Context: an optimization exercise on an open-source flow, tuned for small area and a short achievable clock period. The choices shown serve that exercise and are no tape-out recipe. The RTL was checked by simulation tests, not by an equivalence proof against the original design. No run shown here takes its clock network from TritonCTS; it comes from the design's own scripts or RTL. The clock port is modelled as an ideal driver, which makes a skipped or thinned clock tree look cheaper than it is; a real chip needs a root buffer or a tree. Power figures rest on the tool's default switching activity, not on a simulated workload.

**flow/design.v**
```verilog
module avalon_host #(
    parameter DEPTH = 32,               
    parameter AW    = $clog2(DEPTH)     
) (
    input clk,
    input rst_n,
	 input reset_release,
    input [127:0] s_axi_data,
    input s_axi_valid,
    input s_axi_last,
    output ready_out,  
    input s_axi_ready,
    output [31:0] avm_address,
    output [31:0] avm_burstcount,
    output reg avm_write,
    output reg [127:0] avm_writedata,
    output [15:0] avm_byteenable,
    output reg avm_read_0,
    input avm_readdatavalid_0,
    input [127:0] avm_readdata_0
);
    reg [AW-1:0] wr_ptr;
    reg [AW-1:0] rd_ptr;
    reg [AW:0]   fifo_count;
    reg [7:0]    aval_ptr;
    reg [7:0]    addr_q;           
    localparam [1:0] RESET = 2'b00,
                     WRITE = 2'b01,
                     READ  = 2'b10;
    reg [1:0] state, next_state;
    reg  rdy;
    reg  not_rdy;
    assign ready_out = ~not_rdy;
    wire push = s_axi_valid && rdy;
    reg  pop;                      
    reg  empty;                    
    assign avm_burstcount = 32'd1;
    assign avm_byteenable = 16'hFFFF;
    assign avm_address    = {20'd0, addr_q, 4'd0};
    reg [DEPTH-1:0] wen;           
    reg [DEPTH-1:0] wkeep;         
    reg [DEPTH-1:0] rsel;          
    reg             rkeep;         
    reg [DEPTH-1:0] rd_oh;         
    reg [128*DEPTH-1:0] store;
    genvar g;
    generate
        for (g = 0; g < DEPTH; g = g + 1) begin : slot
            always @(posedge clk)
                store[128*g +: 128] <= (s_axi_data & {128{wen[g]}})
                                     | (store[128*g +: 128] & {128{wkeep[g]}});
        end
    endgenerate
    reg [127:0] rdata;
    integer k;
    always @(*) begin
        rdata = avm_writedata & {128{rkeep}};
        for (k = 0; k < DEPTH; k = k + 1)
            rdata = rdata | (store[128*k +: 128] & {128{rsel[k]}});
    end
    always @(posedge clk)
        avm_writedata <= rdata;
    wire inc = push & ~pop;
    wire dec = pop & ~push;
    wire [AW-1:0] wr_ptr_p1 = wr_ptr + 1'b1;
    wire [AW-1:0] wr_ptr_n  = push ? wr_ptr_p1 : wr_ptr;
    wire [AW:0]   cnt_p1    = fifo_count + 1'b1;
    wire [AW:0]   cnt_m1    = fifo_count - 1'b1;
    wire [AW:0]   cnt_n     = inc ? cnt_p1 : (dec ? cnt_m1 : fifo_count);
    wire          empty_n   = inc ? 1'b0 : (dec ? (fifo_count == 1) : empty);
    wire [DEPTH-1:0] rd_oh_n = pop ? {rd_oh[DEPTH-2:0], rd_oh[DEPTH-1]} : rd_oh;
    wire pop_n = (next_state == WRITE) && !empty_n;
    wire ready_n = push ? (fifo_count != DEPTH-1)
                        : ((fifo_count < DEPTH-1) | rdy);
    wire [DEPTH-1:0] wr_dec    = {{(DEPTH-1){1'b0}}, 1'b1} << wr_ptr;
    wire [DEPTH-1:0] wr_dec_p1 = {{(DEPTH-1){1'b0}}, 1'b1} << wr_ptr_p1;
    wire [DEPTH-1:0] wen_n = ready_n ? (push ? wr_dec_p1 : wr_dec) : {DEPTH{1'b0}};
    always @(posedge clk or negedge rst_n) begin
        if (!rst_n) begin
            wen   <= {{(DEPTH-1){1'b0}}, 1'b1};
            wkeep <= ~{{(DEPTH-1){1'b0}}, 1'b1};
            rd_oh <= {{(DEPTH-1){1'b0}}, 1'b1};
            rsel  <= {DEPTH{1'b0}};
            rkeep <= 1'b1;
            pop   <= 1'b0;
            empty <= 1'b1;
        end else begin
            wen   <= wen_n;
            wkeep <= ~wen_n;
            rsel  <= pop_n ? rd_oh_n : {DEPTH{1'b0}};
            rkeep <= ~pop_n;
            pop   <= pop_n;
            empty <= empty_n;
            rd_oh <= rd_oh_n;
        end
    end
    always @(posedge clk or negedge rst_n) begin
        if (!rst_n) begin
            state <= RESET;
            next_state <= RESET;
            wr_ptr <= 0;
            rd_ptr <= 0;
            fifo_count <= 0;
            avm_write <= 0;
            avm_read_0 <= 0;
            rdy <= 1;
            not_rdy <= 0;
            aval_ptr <= 0;
        end else begin
            case (state)
                RESET: begin
                    avm_write <= 0;
                    avm_read_0 <= 0;
                    next_state <= WRITE;
                end
                WRITE: begin
                    if (!empty) begin
                        avm_write <= 1;
                        addr_q <= {3'd0, rd_ptr};
                        rd_ptr <= rd_ptr + 1;
                    end else begin
                        avm_write <= 0;
                        next_state <= READ;
                    end
                end
                READ: begin
                    if (empty) begin
                        avm_read_0 <= 1;
                        addr_q <= aval_ptr;
                    end else if (avm_readdatavalid_0) begin
                        addr_q <= aval_ptr;
                        aval_ptr <= aval_ptr + 1;
                        avm_read_0 <= 0;
                        next_state <= WRITE;
                    end
                end
                default: begin
                    next_state <= RESET;
                end
            endcase
            state <= next_state;
            wr_ptr <= wr_ptr_n;
            rdy <= ready_n;
            not_rdy <= ~ready_n;
            fifo_count <= cnt_n;
        end
    end
endmodule
```
**flow/flow/run.sh**
```bash
#!/bin/bash
set -euo pipefail
export PRE_CTS_TCL="$PWD/flow/manual_cts.tcl"
export MC_M=8
export MC_L=8
bash standard.sh finish > flow_make.log 2>&1
```
**flow/flow/manual_cts.tcl**
```tcl
# Manual clock tree, sourced as the PRE_CTS hook of ORFS's cts.tcl.
# clk port -> 4 root buffers (one per region) -> 4 mid buffers each -> 16 leaf
# buffers each -> flip-flops. Regions come from recursive median bisection of
# the placed flip-flops, and every buffer sits at the centroid of what it
# drives, so all flip-flops see the same number of buffer stages.

proc mc_split {items n} {
  if {$n <= 1} { return [list $items] }
  set xs {}; set ys {}
  foreach i $items { lappend xs [lindex $i 0]; lappend ys [lindex $i 1] }
  set dx [expr {[tcl::mathfunc::max {*}$xs] - [tcl::mathfunc::min {*}$xs]}]
  set dy [expr {[tcl::mathfunc::max {*}$ys] - [tcl::mathfunc::min {*}$ys]}]
  set k [expr {$dx >= $dy ? 0 : 1}]
  set s [lsort -integer -index $k $items]
  set h [expr {[llength $s] / 2}]
  return [concat [mc_split [lrange $s 0 [expr {$h - 1}]] [expr {$n / 2}]] \
                 [mc_split [lrange $s $h end] [expr {$n / 2}]]]
}

proc mc_centroid {items} {
  set sx 0; set sy 0
  foreach i $items { set sx [expr {$sx + [lindex $i 0]}]; set sy [expr {$sy + [lindex $i 1]}] }
  set n [llength $items]
  return [list [expr {int($sx / $n)}] [expr {int($sy / $n)}]]
}

# make a buffer at the centroid of items, driving their pins; returns an item
# {x y A-iterm} for the level above
proc mc_buf {name items} {
  lassign [mc_centroid $items] x y
  set inst [odb::dbInst_create $::mc_block $::mc_master $name]
  $inst setLocation [expr {$x - 2760}] [expr {$y - 1360}]
  $inst setPlacementStatus PLACED
  set net [odb::dbNet_create $::mc_block "${name}_net"]
  $net setSigType CLOCK
  [$inst findITerm X] connect $net
  foreach i $items {
    set it [lindex $i 2]
    $it disconnect
    $it connect $net
  }
  return [list $x $y [$inst findITerm A]]
}

proc mc_main {} {
  set ::mc_block [ord::get_db_block]
  set ::mc_master [[ord::get_db] findMaster sky130_fd_sc_hd__clkbuf_16]
  set clk [$::mc_block findNet clk]
  set mc_sinks {}
  foreach it [$clk getITerms] {
    set inst [$it getInst]
    if {[[$it getMTerm] getName] ne "CLK"} { error "manual_cts: unexpected clock load [$inst getName]" }
    set bb [$inst getBBox]
    lappend mc_sinks [list [expr {([$bb xMin] + [$bb xMax]) / 2}] [expr {([$bb yMin] + [$bb yMax]) / 2}] $it]
  }
  puts "manual_cts: [llength $mc_sinks] clock sinks"

  set mc_roots {}
  set r 0
  foreach rg [mc_split $mc_sinks 4] {
    set mids {}
    set m 0
    foreach mg [mc_split $rg $::env(MC_M)] {
      set leaves {}
      set l 0
      foreach lg [mc_split $mg $::env(MC_L)] {
        lappend leaves [mc_buf "mcts_leaf_${r}_${m}_${l}" $lg]
        incr l
      }
      lappend mids [mc_buf "mcts_mid_${r}_${m}" $leaves]
      incr m
    }
    lappend mc_roots [mc_buf "mcts_root_${r}" $mids]
    incr r
  }
  foreach i $mc_roots { [lindex $i 2] connect $clk }
  $clk setSigType CLOCK
  global_connect
  set_propagated_clock [all_clocks]
  puts "manual_cts: tree 4 x $::env(MC_M) x $::env(MC_L)"


}
mc_main

# cts.tcl calls clock_tree_synthesis next: the tree is already built
rename clock_tree_synthesis mc_orig_clock_tree_synthesis
proc clock_tree_synthesis {args} { puts "manual_cts: clock_tree_synthesis skipped" }
```
**flow/standard.sh**
```bash
#!/bin/bash
# synth_recipe.tcl (not shown) runs the flow's synth.tcl, then flattens the netlist and writes it again
# the make line also repeats each setting of config.mk as NAME=value (left out here)
make -C /OpenROAD-flow-scripts/flow DESIGN_CONFIG=/design/flow/config.mk WORK_HOME=/design/flow/orfs CLKGATE_MAP_FILE= SYNTH_SCRIPT=/design/flow/synth_recipe.tcl "${@:-finish}"
```
**flow/config.mk**
```make
export PLATFORM = sky130hd
export DESIGN_NAME = avalon_host
export DESIGN_NICKNAME = avalon_host
export VERILOG_FILES = /design/flow/design.v
export SDC_FILE = /design/flow/constraint.sdc
export NUM_CORES = 4
export LEC_CHECK = 0
export CAP_MARGIN = 20
export CORE_MARGIN = 2
export CORE_UTILIZATION = 46
export SETUP_SLACK_MARGIN = 1.9
export SLEW_MARGIN = 20
```
**flow/constraint.sdc**
```tcl
create_clock -name core_clock -period 4.0 [get_ports {clk}]
set_input_delay 0.8000 -clock core_clock [delete_from_list [all_inputs] [get_ports {clk}]]
set_output_delay 0.8000 -clock core_clock [all_outputs]
set_load 0.01 [all_outputs]
```
==> results of run 1 <==
[per-layer routing]
metal	global-route usage (%)	vias to the layer above	share of wire [%]
met1	57.9	70500	35
met2	62.1	15900	39
met4	31.8	111	8.6
li1	-	51900	-
met5	0.638	-	0.14
met3	19.1	4088	18
[cells in the final DEF, fill, tap and decap left out, drive strengths merged, types with 9 or more instances in the layout]
| cell type | instances |
|---|---|
| dfstp | 36 |
| xnor2 | 10 |
| nor4 | 129 |
| a222oi | 128 |
| conb | 72 |
| nor3 | 12 |
| buf | 927 |
| a22o | 4097 |
| inv | 12 |
| mux2 | 40 |
| nand3 | 138 |
| diode | 83 |
| dfrtp | 127 |
| clkbuf | 312 |
| clkdlybuf4s50 | 17 |
| a22oi | 1921 |
| nand2 | 171 |
| dfxtp | 4224 |
| nor2 | 39 |
| nand4 | 393 |
| nor2b | 37 |
| xor2 | 9 |
| clkdlybuf4s15 | 59 |
[registers in the layout (all words and copies together) (netlist names), 2 cells and up]
signal / cells
store: 4096
rsel: 32
state: 2
rd_ptr: 5
aval_ptr: 8
rd_oh: 32
wkeep: 32
next_state: 2
wen: 32
avm_writedata: 128
wr_ptr: 5
fifo_count: 6
addr_q: 8
[cells by family after synthesis]
logic type,synth area share (%)
muxes,0.306
adders and majority gates,0.0650
buffers and inverters,4.67
DFF,57.8
AOI/OAI and AO/OA,33.7
and+or+nand+nor,3.40
other,0.00488
xor gates and xnor gates,0.113
[report_power, final]
part	total (mW)	leakage (nW)	internal, mW	switching [mW]
sequential	74.5	37.0	61.4	13.1
combinational	31.6	30.4	15.8	15.8
clock	28.0	3.60	13.0	15.0
total	134	71.0	90.2	43.9
[final timing paths]
check	endpoint	slack [ns]	from	cells after the start
worst max-delay path	store[1479]$_DFF_P_	1.72	wen[11]$_DFF_PN0_	2
worst min-delay path	rd_ptr[1]$_DFFE_PN0P_	0.07	rst_n	1
worst max register to register	store[1479]$_DFF_P_	1.72	wen[11]$_DFF_PN0_	2
worst min register to register	state[0]$_DFF_PN0_	0.42	next_state[0]$_DFFE_PN0P_	0
max in group asynchronous	wen[11]$_DFF_PN0_	2.91	rst_n	2
min in group core_clock	state[0]$_DFF_PN0_	0.42	next_state[0]$_DFFE_PN0P_	0
[what timing repair did]
| item | 4_1_cts | 5_1_grt |
|---|---|---|
| resized for setup | 690 | 296 |
| setup endpoints to repair | 575 | 215 |
| setup buffers | 186 | 64 |
| gates cloned | 8 | 14 |
| hold buffers | 0 | 0 |
| pin swaps | 24 | 121 |
[layout make-up]
type / instances / share of cell area, %
diodes: 83 / 0.119
plain buffers: 292 / 4.20
inverters: 12 / 0.0330
multi-input cells: 7253 / 34.1
flip-flops and latches: 4395 / 51.4
well taps: 4387 / 3.15
repair buffers: 1032 / 6.94
[metrics by stage]
step / instances / hold WS (ns) / instance area [µm²]
2_1_floorplan: 13500 / 0.375 / 154000
3_3_place_gp: 16800 / 0.395 / 161000
3_5_place_dp: 16800 / 0.407 / 161000
4_1_cts: 17300 / 0.120 / 172000
5_1_grt: 17400 / 0.150 / 174000
6_report: 17500 / 0.0746 / 174000
[worst max-delay path: stages (launching register included)]
cell and delay (ns):
sky130_fd_sc_hd__dfrtp_4 1.13, sky130_fd_sc_hd__buf_12 0.43, sky130_fd_sc_hd__a22o_1 0.26
==> flow_summary.yaml, run 1 <==
drt:
  detail_route.wl_per_cell_um: 47.4
  final_antenna_net_count: 0
  totalWireLength_um: 828000
  avgViaCountPerCell: 8.16
  drtPass1Iterations: 9
  detailroute.via_count: 142000
  route.detailed.drc: 0
  drt_iter0_markers: 30200
critical_path:
  worstSetupEndpointType: "flop"
  timing.critical_path.fanout_max: 44
  type_of_element_launching_the_critical_path: "flop"
  cp.required_ns: 4.65
  data_arrival_time_of_the_critical_path_ns: 2.93
  crit_type: "flop to flop"
sta:
  finalSetupViolations: 0
  final_hold_viol_count: 0
  finalWorstPathRequiredPeriod_ns: 2.28
  final_min_period_over_clock_period_pct: 57.0
  relSlewSlack_pct: 12.6
  max_freq_mhz: 439
  rsz0062_at_grt: "true"
  skew_ns: 0.0673
  final_max_slew_viol_count: 0
  setup_tns_ns: 0
  postLayoutSetupSlackWorst_ns: 1.72
  worst_slew_pin_slew_ns: 1.31
power_and_ir_drop:
  power.density_nw_per_um2: 770
  power_mw: 134
  vdd_drop_max_mv: 0.495
  total_leakage_power_nw: 71.0
grt:
  grt_antenna_before_repair: 117
  number_of_global_route_vias_before_repair: 131000
  grt_max_degree: 98
  global_route_wire_length_before_repair_um: 1100000
  grt_util_all_layers_pct: 45.6
  overflow: 0
floorplanning:
  ioPinCount: 474
  die_y_um: 582
  floorplan.initialDensity_pct: 46.2
  rows: 212
  core-area_um2: 333000
  die_w_um: 582
  die_area_um2: 339000
layout:
  drive_gt1_share_pct: 13.4
  area_occupied_by_registers_um2: 89600
  synthToLayoutAreaGrowth_pct: 13.2
  final_core_util_pct: 52.3
  n_fill_cell: 28200
  area_of_combinational_cells_with_multiple_inputs_um2: 59500
  nets: 13300
hold_path:
  min_path_type: "input pin to asynchronous set/reset pin"
synthesis:
  yosys_register_bits: 4395
  yosysTopAreaCell: "sky130_fd_sc_hd__dfxtp_1"
  synth.top_cell.area_share_pct: 54.9
  netlist_area_um2: 154000
  avgSynthCellArea_um2: 11.5
  sequential_cell_area_fraction_in_the_yosys_report_pct: 57.8
  synthDistinctLibCells: 62
  ys.warnings.count: 1
  dominantRegCellSynth: "sky130_fd_sc_hd__dfxtp_1"
  synth_top_cells_by_area: "sky130_fd_sc_hd__dfxtp_1, sky130_fd_sc_hd__a22o_1, sky130_fd_sc_hd__a22oi_1, sky130_fd_sc_hd__clkbuf_1, sky130_fd_sc_hd__dfrtp_1"
  count_of_flip_flops_with_a_built_in_enable_after_synthesis: 8
  netlist_top_cells_count: "sky130_fd_sc_hd__dfxtp_1, sky130_fd_sc_hd__a22o_1, sky130_fd_sc_hd__a22oi_1"
  post_synth_inst_count: 13400
  async_flop_share_pct: 3.71
  synthMostInstantiatedCell: "sky130_fd_sc_hd__dfxtp_1"
outcome:
  outcome: "finished clean"
place:
  gp_congestion: 0.886
  dp_hpwl_um: 403000
  post-place-ws_ns: 0.955
  port_buffers: 270
clock_tree:
  clkLatencyLatePin_ns: 0.72
  clk_pin_slew_worst_paths_ns: 0.08
run:
  max-cap-violations: 0
==> run 2, diff against run 1 <==
--- a/flow/config.mk
+++ b/flow/config.mk
@@ -8,5 +8,5 @@
 export CAP_MARGIN = 20
 export CORE_MARGIN = 2
 export CORE_UTILIZATION = 46
-export SETUP_SLACK_MARGIN = 1.9
+export SETUP_SLACK_MARGIN = 1.75
 export SLEW_MARGIN = 20
==> run 2 against run 1 <==
Maximum frequency decreased by 3.4%. Still clean on timing, DRC and antenna. Synthesized cell count unchanged. Sequential cell count unchanged. Critical path depth unchanged. Routed wire length down 3.2%. Largest cell class unchanged.
==> flow_summary.yaml, run 2 <==
outcome:
  outcome: "finished clean"
hold_path:
  min_path_type: "input pin to asynchronous set/reset pin"
synthesis:
  yosysTopAreaCell: "sky130_fd_sc_hd__dfxtp_1"
  synthDistinctLibCells: 62
  async_flop_share_pct: 3.71
  sequential_cell_area_fraction_in_the_yosys_report_pct: 57.8
  count_of_flip_flops_with_a_built_in_enable_after_synthesis: 8
  post_synth_inst_count: 13400
  yosys_register_bits: 4395
  ys.warnings.count: 1
  synth.top_cell.area_share_pct: 54.9
  netlist_top_cells_count: "sky130_fd_sc_hd__dfxtp_1, sky130_fd_sc_hd__a22o_1, sky130_fd_sc_hd__a22oi_1"
  dominantRegCellSynth: "sky130_fd_sc_hd__dfxtp_1"
  synth_top_cells_by_area: "sky130_fd_sc_hd__dfxtp_1, sky130_fd_sc_hd__a22o_1, sky130_fd_sc_hd__a22oi_1, sky130_fd_sc_hd__clkbuf_1, sky130_fd_sc_hd__dfrtp_1"
  avgSynthCellArea_um2: 11.5
  netlist_area_um2: 154000
  synthMostInstantiatedCell: "sky130_fd_sc_hd__dfxtp_1"
sta:
  finalSetupViolations: 0
  final_hold_viol_count: 0
  worst_slew_pin_slew_ns: 1.32
  final_min_period_over_clock_period_pct: 58.9
  setup_tns_ns: 0
  max_freq_mhz: 424
  skew_ns: 0.0596
  relSlewSlack_pct: 11.9
  finalWorstPathRequiredPeriod_ns: 2.36
  final_max_slew_viol_count: 0
  postLayoutSetupSlackWorst_ns: 1.64
  rsz0062_at_grt: "true"
grt:
  grt_antenna_before_repair: 94
  grt_max_degree: 164
  global_route_wire_length_before_repair_um: 1080000
  grt_util_all_layers_pct: 44.8
  overflow: 0
  number_of_global_route_vias_before_repair: 130000
power_and_ir_drop:
  total_leakage_power_nw: 70.1
  vdd_drop_max_mv: 0.463
  power.density_nw_per_um2: 780
floorplanning:
  ioPinCount: 474
  die_w_um: 582
  rows: 212
  die_area_um2: 339000
  die_y_um: 582
  floorplan.initialDensity_pct: 46.2
  core-area_um2: 333000
place:
  port_buffers: 270
  post-place-ws_ns: 0.993
  gp_congestion: 0.889
  dp_hpwl_um: 398000
drt:
  totalWireLength_um: 801000
  route.detailed.drc: 0
  detailroute.via_count: 141000
  final_antenna_net_count: 0
  detail_route.wl_per_cell_um: 46.3
  drtPass1Iterations: 9
  drt_iter0_markers: 29500
  avgViaCountPerCell: 8.14
layout:
  flip_flop_count_of_the_largest_register_all_copies_and_words_added: 4096
  layout.cells.most_common: "sky130_fd_sc_hd__dfxtp_1"
  most-common-layout-cells: "sky130_fd_sc_hd__dfxtp_1, sky130_fd_sc_hd__a22o_1, sky130_fd_sc_hd__a22oi_1"
  n_fill_cell: 28400
  synthToLayoutAreaGrowth_pct: 11.0
  area_occupied_by_registers_um2: 89400
  nets: 13100
  max_flop_register: "store"
  biggestRegsByFlops: "store x4096, avm_writedata x128"
  area_of_combinational_cells_with_multiple_inputs_um2: 58500
  drive_gt1_share_pct: 10.1
clock_tree:
  clk_pin_slew_worst_paths_ns: 0.07
  clkLatencyLatePin_ns: 0.73
  ctsHoldBuffers: 0
run:
  max-cap-violations: 0
critical_path:
  cp.required_ns: 4.64
  crit_type: "flop to flop"
  worstReg2RegEnd: "store[1313]$_DFF_P_"
  type_of_element_launching_the_critical_path: "flop"
  rrSetupSlack_ns: 1.64
  timing.critical_path.fanout_max: 40
  worst-r2r-cell-count: 2
  worstSetupEndpointType: "flop"
  regToRegStartpoint: "wkeep[10]$_DFF_PN1_"
  data_arrival_time_of_the_critical_path_ns: 2.99
[run 2: changes by cell type in the layout (fill, tap and decap cells not counted), sizes merged]
cell           change
buf              -198
bufbuf             -2
clkbuf            -16
clkdlybuf4s15     -48
clkdlybuf4s50      +6
diode             -15
dlygate4sd2      +115
dlymetal6s2s       +1
[run 2: final cells by class]
type,instances,area share [%]
antenna,68,0.0996
buffer,292,4.28
inverter,12,0.0278
multi-input combinational,7253,34.2
sequential,4395,52.3
tap,4387,3.21
timing repair buffer,890,5.85
[run 2: worst max-delay path by stage]
stage | slack [ns] | end | cells after the start | startpoint
2_1_floorplan | 1.77 | fifo_count[4]$_DFFE_PN0P_ | 8 | s_axi_valid
3_3_place_gp | 1.03 | fifo_count[4]$_DFFE_PN0P_ | 7 | s_axi_valid
3_5_place_dp | 0.99 | rsel[8]$_DFF_PN0_ | 8 | s_axi_valid
4_1_cts | 1.63 | avm_writedata[44] | 1 | avm_writedata[44]$_DFF_P_
5_1_grt | 1.70 | avm_writedata[23]$_DFF_P_ | 5 | rsel[14]$_DFF_PN0_
6_report | 1.64 | store[1313]$_DFF_P_ | 2 | wkeep[10]$_DFF_PN1_
[run 2: through the flow]
step / hold WS, ns / cells / area (µm²) / total power, mW / utilization (%)
global route: 0.256 / 17300 / 171000 / 136 / 51.3
CTS: 0.274 / 17200 / 170000 / 130 / 51.2
global placement: 0.398 / 16800 / 162000 / 101 / 48.5
finish: 0.150 / 17300 / 171000 / 133 / 51.3
detailed placement: 0.399 / 16800 / 162000 / 103 / 48.5
floorplan: 0.375 / 13500 / 154000 / 89.9 / -
[run 2: layer usage]
layer,vias to the layer above,GRT usage (%),wire length (µm)
li1,51500,-,-
met4,64,30.4,65800
met2,15400,62.2,319000
met5,-,0.737,691
met1,69900,57.6,285000
met3,3952,16.4,131000
[run 2: critical path: stages (launching register included)]
cell and delay (ns):
sky130_fd_sc_hd__dfstp_4 1.39, sky130_fd_sc_hd__buf_4 0.51, sky130_fd_sc_hd__a22o_1 0.21
[run 2: report_power, final]
group	switching (mW)	internal, mW
registers	12.9	61.4
clock network	15.0	13.0
logic	15.5	15.6
total	43.4	90.0
[run 2: logic make-up (layout without fill, tap and decap cells)]
group / after synthesis / count (layout) / synth area share [%]
mux: 42 / 42 / 0.306
compound gates: 6175 / 6175 / 33.7
buf+inv: 1840 / 1194 / 4.67
simple gates: 937 / 937 / 3.40
fa+ha+maj: 8 / 8 / 0.0650
other cells: 2 / 140 / 0.00488
xor+xnor: 19 / 19 / 0.113
flops: 4395 / 4395 / 57.8
[run 2: repair_timing]
item	in CTS	in global routing
gates resized for setup	281	46
pin swaps	1	11
setup endpoints to repair	264	111
buffers inserted	105	38
==> run 3, diff against run 2 <==
==> flow/flow/run.sh (replaced) <==
#!/bin/bash
set -euo pipefail
export PRE_CTS_TCL="$PWD/flow/manual_cts.tcl"
export MC_M=8
export MC_L=8
export MC_LEAF=sky130_fd_sc_hd__clkbuf_8
export MC_SMALL_HPWL_DBU=75000
bash standard.sh finish > flow_make.log 2>&1
--- a/flow/flow/manual_cts.tcl
+++ b/flow/flow/manual_cts.tcl
@@ -26,9 +26,10 @@
 
 # make a buffer at the centroid of items, driving their pins; returns an item
 # {x y A-iterm} for the level above
-proc mc_buf {name items} {
+proc mc_buf {name items {master ""}} {
+  if {$master eq ""} { set master $::mc_master }
   lassign [mc_centroid $items] x y
-  set inst [odb::dbInst_create $::mc_block $::mc_master $name]
+  set inst [odb::dbInst_create $::mc_block $master $name]
   $inst setLocation [expr {$x - 2760}] [expr {$y - 1360}]
   $inst setPlacementStatus PLACED
   set net [odb::dbNet_create $::mc_block "${name}_net"]
@@ -42,9 +43,19 @@
   return [list $x $y [$inst findITerm A]]
 }
 
+# a compact leaf cluster gets the smaller clkbuf_8, a spread one clkbuf_16
+proc mc_leaf_master {items} {
+  set xs {}; set ys {}
+  foreach i $items { lappend xs [lindex $i 0]; lappend ys [lindex $i 1] }
+  set hpwl [expr {[tcl::mathfunc::max {*}$xs] - [tcl::mathfunc::min {*}$xs] + [tcl::mathfunc::max {*}$ys] - [tcl::mathfunc::min {*}$ys]}]
+  if {$hpwl <= $::env(MC_SMALL_HPWL_DBU) && [llength $items] <= 20} { return $::mc_leaf_master }
+  return $::mc_master
+}
+
 proc mc_main {} {
   set ::mc_block [ord::get_db_block]
   set ::mc_master [[ord::get_db] findMaster sky130_fd_sc_hd__clkbuf_16]
+  set ::mc_leaf_master [[ord::get_db] findMaster $::env(MC_LEAF)]
   set clk [$::mc_block findNet clk]
   set mc_sinks {}
   foreach it [$clk getITerms] {
@@ -64,7 +75,7 @@
       set leaves {}
       set l 0
       foreach lg [mc_split $mg $::env(MC_L)] {
-        lappend leaves [mc_buf "mcts_leaf_${r}_${m}_${l}" $lg]
+        lappend leaves [mc_buf "mcts_leaf_${r}_${m}_${l}" $lg [mc_leaf_master $lg]]
         incr l
       }
       lappend mids [mc_buf "mcts_mid_${r}_${m}" $leaves]
--- a/flow/config.mk
+++ b/flow/config.mk
@@ -8,5 +8,5 @@
 export CAP_MARGIN = 20
 export CORE_MARGIN = 2
 export CORE_UTILIZATION = 46
-export SETUP_SLACK_MARGIN = 1.75
+export SETUP_SLACK_MARGIN = 1.9
 export SLEW_MARGIN = 20
==> run 3 against run 2 <==
Worst hold slack got worse by 0.053 ns. Still clean. Routed wire length increased by 4.2%. Sequential share of layout area decreased by 0.29 points. Highest routed layer unchanged. Synthesized cell count unchanged. Power decreased by 3.9%.
==> flow_summary.yaml, run 3 <==
power_and_ir_drop:
  total_leakage_power_nw: 70.0
  power.density_nw_per_um2: 745
  vdd_drop_max_mv: 0.493
  power_mw: 128
critical_path:
  type_of_element_launching_the_critical_path: "flop"
  cp.required_ns: 4.60
  timing.critical_path.fanout_max: 35
  worstSetupEndpointType: "flop"
  data_arrival_time_of_the_critical_path_ns: 2.84
  crit_type: "flop to flop"
floorplanning:
  core-area_um2: 333000
  die_y_um: 582
  die_w_um: 582
  floorplan.initialDensity_pct: 46.2
  die_area_um2: 339000
  ioPinCount: 474
  rows: 212
layout:
  biggestRegsByFlops: "store x4096, avm_writedata x128"
  n_fill_cell: 28500
  nets: 13300
  drive_gt1_share_pct: 14.0
  layout.cells.most_common: "sky130_fd_sc_hd__dfxtp_1"
  max_flop_register: "store"
  most-common-layout-cells: "sky130_fd_sc_hd__dfxtp_1, sky130_fd_sc_hd__a22o_1, sky130_fd_sc_hd__a22oi_1"
  flip_flop_count_of_the_largest_register_all_copies_and_words_added: 4096
  design_area_um2: 172000
  area_of_combinational_cells_with_multiple_inputs_um2: 59600
  synthToLayoutAreaGrowth_pct: 11.8
  area_occupied_by_registers_um2: 89600
place:
  gp_congestion: 0.886
  dp_hpwl_um: 403000
  dp_area_um2: 161000
  port_buffers: 270
synthesis:
  ys.warnings.count: 1
  sequential_cell_area_fraction_in_the_yosys_report_pct: 57.8
  post_synth_inst_count: 13400
  avgSynthCellArea_um2: 11.5
  synth_top_cells_by_area: "sky130_fd_sc_hd__dfxtp_1, sky130_fd_sc_hd__a22o_1, sky130_fd_sc_hd__a22oi_1, sky130_fd_sc_hd__clkbuf_1, sky130_fd_sc_hd__dfrtp_1"
  yosys_register_bits: 4395
  netlist_area_um2: 154000
  yosysTopAreaCell: "sky130_fd_sc_hd__dfxtp_1"
  synthDistinctLibCells: 62
  dominantRegCellSynth: "sky130_fd_sc_hd__dfxtp_1"
  synth.top_cell.area_share_pct: 54.9
  async_flop_share_pct: 3.71
  netlist_top_cells_count: "sky130_fd_sc_hd__dfxtp_1, sky130_fd_sc_hd__a22o_1, sky130_fd_sc_hd__a22oi_1"
  synthMostInstantiatedCell: "sky130_fd_sc_hd__dfxtp_1"
  count_of_flip_flops_with_a_built_in_enable_after_synthesis: 8
grt:
  grt_antenna_before_repair: 103
  global_route_wire_length_before_repair_um: 1100000
  number_of_global_route_vias_before_repair: 131000
  grt_max_degree: 98
  grt_util_all_layers_pct: 45.8
  overflow: 0
hold_path:
  min_path_type: "input pin to asynchronous set/reset pin"
drt:
  route.detailed.drc: 0
  detailroute.via_count: 143000
  avgViaCountPerCell: 8.17
  drtPass1Iterations: 17
  drt_iter0_markers: 30400
  detail_route.wl_per_cell_um: 47.8
  totalWireLength_um: 835000
  final_antenna_net_count: 0
sta:
  rsz0062_at_grt: "true"
  worst_slew_pin_slew_ns: 1.31
  finalSetupViolations: 0
  finalWorstPathRequiredPeriod_ns: 2.24
  final_max_slew_viol_count: 0
  setup_tns_ns: 0
  final_min_period_over_clock_period_pct: 56.0
  max_freq_mhz: 446
  final_hold_viol_count: 0
  skew_ns: 0.0666
  relSlewSlack_pct: 12.8
outcome:
  outcome: "finished clean"
run:
  max-cap-violations: 0
clock_tree:
  clkLatencyLatePin_ns: 0.71
  clk_pin_slew_worst_paths_ns: 0.10
run 3: cell counts after synthesis:
Identical to the previous run, type by type.
run 3: final timing paths:
| path | slack [ns] | cells past startpoint | start | end |
|---|---|---|---|---|
| min in group core_clock | 0.44 | 0 | next_state[1]$_DFFE_PN0P_ | state[1]$_DFF_PN0_ |
| hold reg to reg | 0.44 | 0 | next_state[1]$_DFFE_PN0P_ | state[1]$_DFF_PN0_ |
| max in group asynchronous | 2.90 | 2 | rst_n | wen[12]$_DFF_PN0_ |
| setup reg to reg | 1.76 | 2 | wkeep[23]$_DFF_PN1_ | store[3057]$_DFF_P_ |
| setup / recovery | 1.76 | 2 | wkeep[23]$_DFF_PN1_ | store[3057]$_DFF_P_ |
| hold / removal | 0.1 | 1 | rst_n | aval_ptr[0]$_DFFE_PN0P_ |
run 3: report_power, final:
part | internal, mW | leakage, nW | switching (mW)
Combinational | 15.8 | 30.6 | 16.0
Sequential | 61.4 | 37.1 | 13.1
Clock | 7.63 | 2.33 | 14.3
run 3: layout make-up:
type	instances	share of cell area (%)
inverters	12	0.0334
diodes	94	0.137
well taps	4387	3.19
plain buffers	292	2.62
multi-input cells	7253	34.7
repair buffers	1059	7.32
flip-flops and latches	4395	52.0
run 3: cells by family after synthesis:
logic type,synth area share (%)
compound gates,33.7
xor+xnor,0.113
fa+ha+maj,0.0650
buf+inv,4.67
flops,57.8
mux,0.306
other cells,0.00488
simple gates,3.40
run 3: what timing repair did:
| action | CTS | global route |
|---|---|---|
| gates resized for setup | 714 | 384 |
| setup buffers | 198 | 73 |
| endpoints found under the setup margin | 589 | 282 |
| hold buffers | 0 | 0 |
| gates cloned | 9 | 19 |
| pin swaps | 37 | 153 |
run 3: layer usage:
metal	share of wire, %	routed length [µm]	GRT usage (%)
met2	39	323000	62.2
met5	0.077	644	0.312
met1	35	290000	58.5
met3	18	148000	18.7
met4	8.8	73600	31.8
run 3: stage by stage:
step           setup slack [ns]  instances  util, %  hold WS (ns)
2_1_floorplan              1.84      13500        -         0.375
5_1_grt                    1.78      17400     51.6         0.158
4_1_cts                    1.63      17300     50.9         0.123
6_report                   1.76      17500     51.7        0.0971
3_5_place_dp              0.955      16800     48.5         0.407
3_3_place_gp              0.963      16800     48.5         0.395
run 3: critical path, cell delays in order, from the launching register on:
cell                      delay (ns)
sky130_fd_sc_hd__dfstp_4        1.28
sky130_fd_sc_hd__buf_4          0.53
sky130_fd_sc_hd__a22o_1         0.20

-- afterwards: timing with drivers on the ports --
In the flow no input, the clock included, has a driving cell. The finished layouts below were timed again as built, in two steps.
Step 1 (the two cells are an assumption about what drives the block):
set clk [get_ports {clk}]
set_driving_cell -lib_cell sky130_fd_sc_hd__clkbuf_16 $clk
set_driving_cell -lib_cell sky130_fd_sc_hd__buf_2 [delete_from_list [all_inputs] $clk]
Step 2 adds t to the input delays and takes it off the output delays; t is the mean of the earliest and latest rising clock arrival at the registers after step 1. Input paths then give back, and output paths get back, about the clock's delay inside the block.
Slacks: ideal ports / drivers / drivers and shift; pairs: ideal ports / drivers.
run	t, ns	setup WS [ns]	hold WS [ns]	clock arrival spread, ns	pins driven straight from the clock port
run 1	0.954	1.722 / 1.565 / 1.274	0.075 / -0.105 / 0.416	0.077 / 0.075	4
run 2	0.950	1.643 / 1.468 / 1.365	0.150 / -0.005 / 0.423	0.072 / 0.071	4
run 3	0.960	1.759 / 1.514 / 1.253	0.097 / -0.095 / 0.440	0.078 / 0.076	4
After both steps setup and hold are still met in every run listed. For run 3, which loses most, drivers alone change the setup slack by -0.245 ns; drivers and shift together by -0.506 ns.
